This is an optimization exercise on Yosys and OpenROAD, whose aim is small area, a short achievable clock period and few clock cycles per item, not a production implementation. Where RTL was checked, it was by simulation tests only, not by an equivalence proof against the original. Power figures rest on the tool's default switching activity, not on a simulated workload.

==> flow/design.v <==
module alu_design(clock,reset,A,B,start_op,op_sel,result,end_op);
	localparam IN_WIDTH = 16;
	localparam OUT_WIDTH = 32;
	localparam OP_WIDTH = 3;
	input logic clock,reset;
	input logic [IN_WIDTH - 1 : 0] A;
	input logic [IN_WIDTH - 1 : 0] B;
	input logic start_op;
	input [OP_WIDTH - 1 : 0] op_sel;
	output logic [OUT_WIDTH - 1 : 0] result;
	output logic end_op;
	logic [2:0] cnt;           
	wire is_mul = op_sel[2] & ~op_sel[0];
	wire is_sub = ~op_sel[2] & op_sel[1] & ~op_sel[0];
	wire [15:0] src = (cnt == 3'd0) ? B : result[15:0];
	wire [1:0] dig = src[1:0];
	wire [15:0] hi = (cnt == 3'd0) ? 16'd0 : result[31:16];
	wire        sub = op_sel[1] & ~op_sel[0];
	wire [15:0] x  = hi | (~B & {16{sub}});
	wire [15:0] y  = A & {16{~op_sel[2] | dig[0]}};
	wire [16:0] z  = op_sel[2] ? {A & {16{dig[1]}}, 1'b0} : {1'b0, B & {16{~sub}}};
	wire [16:0] s  = {1'b0, x ^ y} ^ z;
	wire [16:0] c  = ({1'b0, x & y}) | ({1'b0, x ^ y} & z);
	wire [17:0] sum = 18'(s) + 18'({c, is_sub});
	logic [31:0] res_d;
	always_comb begin
		if (op_sel[2])
			res_d = op_sel[0] ? {16'd0, A & B} : {sum, src[15:2]};
		else if (op_sel[1] & op_sel[0])
			res_d = {16'd0, s[15:0]};
		else if (op_sel[1])
			res_d = {{16{~sum[16]}}, sum[15:0]};
		else if (op_sel[0])
			res_d = {15'd0, sum[16:0]};
		else
			res_d = 32'd0;
	end
	always_ff @(posedge clock)
		result <= res_d;
	always_ff @(posedge clock or posedge reset)
	begin
		if (reset) begin
			end_op <= 1'b0;
			cnt    <= 3'd0;
		end
		else if (start_op) begin
			end_op <= ~is_mul | (cnt == 3'd7);
			cnt    <= (is_mul && cnt != 3'd7) ? cnt + 3'd1 : 3'd0;
		end
		else begin
			end_op <= 1'b0;
			cnt    <= 3'd0;
		end
	end
endmodule
export LEC_CHECK = 0
export CAP_MARGIN = 20
export CORE_MARGIN = 2
export CORE_UTILIZATION = 40
export SETUP_SLACK_MARGIN = 3.5
export SLEW_MARGIN = 20
create_clock -name core_clock -period 8.5 [get_ports {clock}]
standard.sh (not shown) runs the stock make flow with config.mk's settings and CLKGATE_MAP_FILE= SYNTH_SCRIPT=/design/flow/synth_recipe.tcl, a recipe that flattens the netlist after the stock synthesis.
==> flow/flow/run.sh <==
#!/bin/bash
# The standard layout, with the port buffers made from the smallest
# buffer cell instead of the flow's default choice.
set -euo pipefail
bash standard.sh BUFFER_PORTS_ARGS="-buffer_cell sky130_fd_sc_hd__buf_1" finish > standard_flow.log 2>&1
Edit:
- SETUP_SLACK_MARGIN: 3.5 -> 3
Setup slack got worse by 0.36 ns.
Routed wire length came out lower by 6.9%.
Cell count came out lower by 2.0%.
Total power came out lower by 2.2%.
Design area came out lower by 5.0%.
Count of clock-buffer cells in the layout came out lower by 1.
Worst hold slack improved by 0.0083 ns.
Critical path depth came out lower by 2.
Register-to-register slack got worse by 0.15 ns.
No functional check of the RTL was part of any run of this note.

========
alu_design, a different RTL version from the one above (not shown whole).
Size: ~36 flip-flops.
export LEC_CHECK = 0
export CAP_MARGIN = 20
export CORE_MARGIN = 2
export CORE_UTILIZATION = 75
export SETUP_SLACK_MARGIN = 3
export SLEW_MARGIN = 20
create_clock -name core_clock -period 8.5 [get_ports {clock}]
Scripts as last shown in full above: flow/flow/run.sh
The baseline completed without violations.
Testbench counts at the start, summed over its fixed seeds: cycles 52,084, items 24,000.
Rerun with:
==> flow/run.sh (new file) <==
#!/bin/bash
# synth_recipe.tcl (not shown) runs the flow's synth.tcl, then flattens the netlist and writes it again
# the make line also repeats each setting of config.mk as NAME=value (left out here)
make -C /OpenROAD-flow-scripts/flow DESIGN_CONFIG=/design/flow/config.mk WORK_HOME=/design/flow/orfs CLKGATE_MAP_FILE= SYNTH_SCRIPT=/design/flow/synth_recipe.tcl finish
ABC_CLOCK_PERIOD_IN_PS = 4500   (was default)
CORE_UTILIZATION = 40   (was 75)
SETUP_SLACK_MARGIN = 4   (was 3)
removed: flow/flow/run.sh
removed: flow/standard.sh
Effect: The changed run produced a clean layout; final cell count went up by 17%; clock skew stays flat; cell area went up by about 34%; worst setup slack gains 0.68 ns; synthesized area does not change; flip-flop and latch count is unchanged; routed wire length went up by 24%; total power went up by about 23%; hold slack loses 0.0075 ns; count of clock-buffer cells in the layout is unchanged; synthesized cell count does not change.
Rerun with:
ABC_AREA = 1   (was default)
ABC_CLOCK_PERIOD_IN_PS = default   (was 4500)
SETUP_SLACK_MARGIN = 3   (was 4)
Cell area came out lower by 10%.
Routed wire length grows by 5.2%.
Area after synthesis rises by 5.0%.
Register-to-register slack loses 0.73 ns.
Global-route usage falls by 0.60 points.
Count of clock-buffer cells in the layout shrinks by 3.
First-iteration DRC count went up by 37%.
Worst setup slack degrades by 0.55 ns.
Utilization drops by 9.1 points.
Fmax shrinks by 10%.
Critical path depth went up by 6.
Rerun with:
ABC_AREA = default   (was 1)
ABC_CLOCK_PERIOD_IN_PS = 3500   (was default)
CORE_UTILIZATION = 60   (was 40)
SETUP_SLACK_MARGIN = 5   (was 3)
Now the flow stopped in global routing.
Synthesized area came out lower by 4.7%.
Synthesized cell count went down by 25%.

re-timing with driven ports:
In the flow no input, the clock included, has a driving cell. The finished layouts below were timed again as built, in two steps. Step 1, drivers: a clkbuf_16 drives clock and a buf_2 each remaining input, both assumed. Step 2 times the ports against the registers' clock, not the clock port: input delays grow and output delays shrink by t, the midpoint of the rising clock arrivals with the driver on. a / b / c = ideal ports / drivers / drivers and shift; a / b = the first two.
run	shift t [ns]	slack for setup (ns)	latest minus earliest clock arrival (ns)
the first run of note 1	0.328	3.592 / 3.528 / 3.201	0.012 / 0.011
the second run of note 1	0.321	3.228 / 3.236 / 2.915	0.004 / 0.004
the first run of note 2	0.321	3.093 / 3.097 / 2.776	0.005 / 0.004
the second run of note 2	0.317	3.773 / 3.711 / 3.394	0.005 / 0.005
the third run of note 2	0.322	3.222 / 3.230 / 2.909	0.005 / 0.005
After both steps every run listed still meets setup and hold. For the first run of note 1, which loses most, drivers alone change the setup slack by -0.064 ns; drivers and shift together by -0.391 ns.
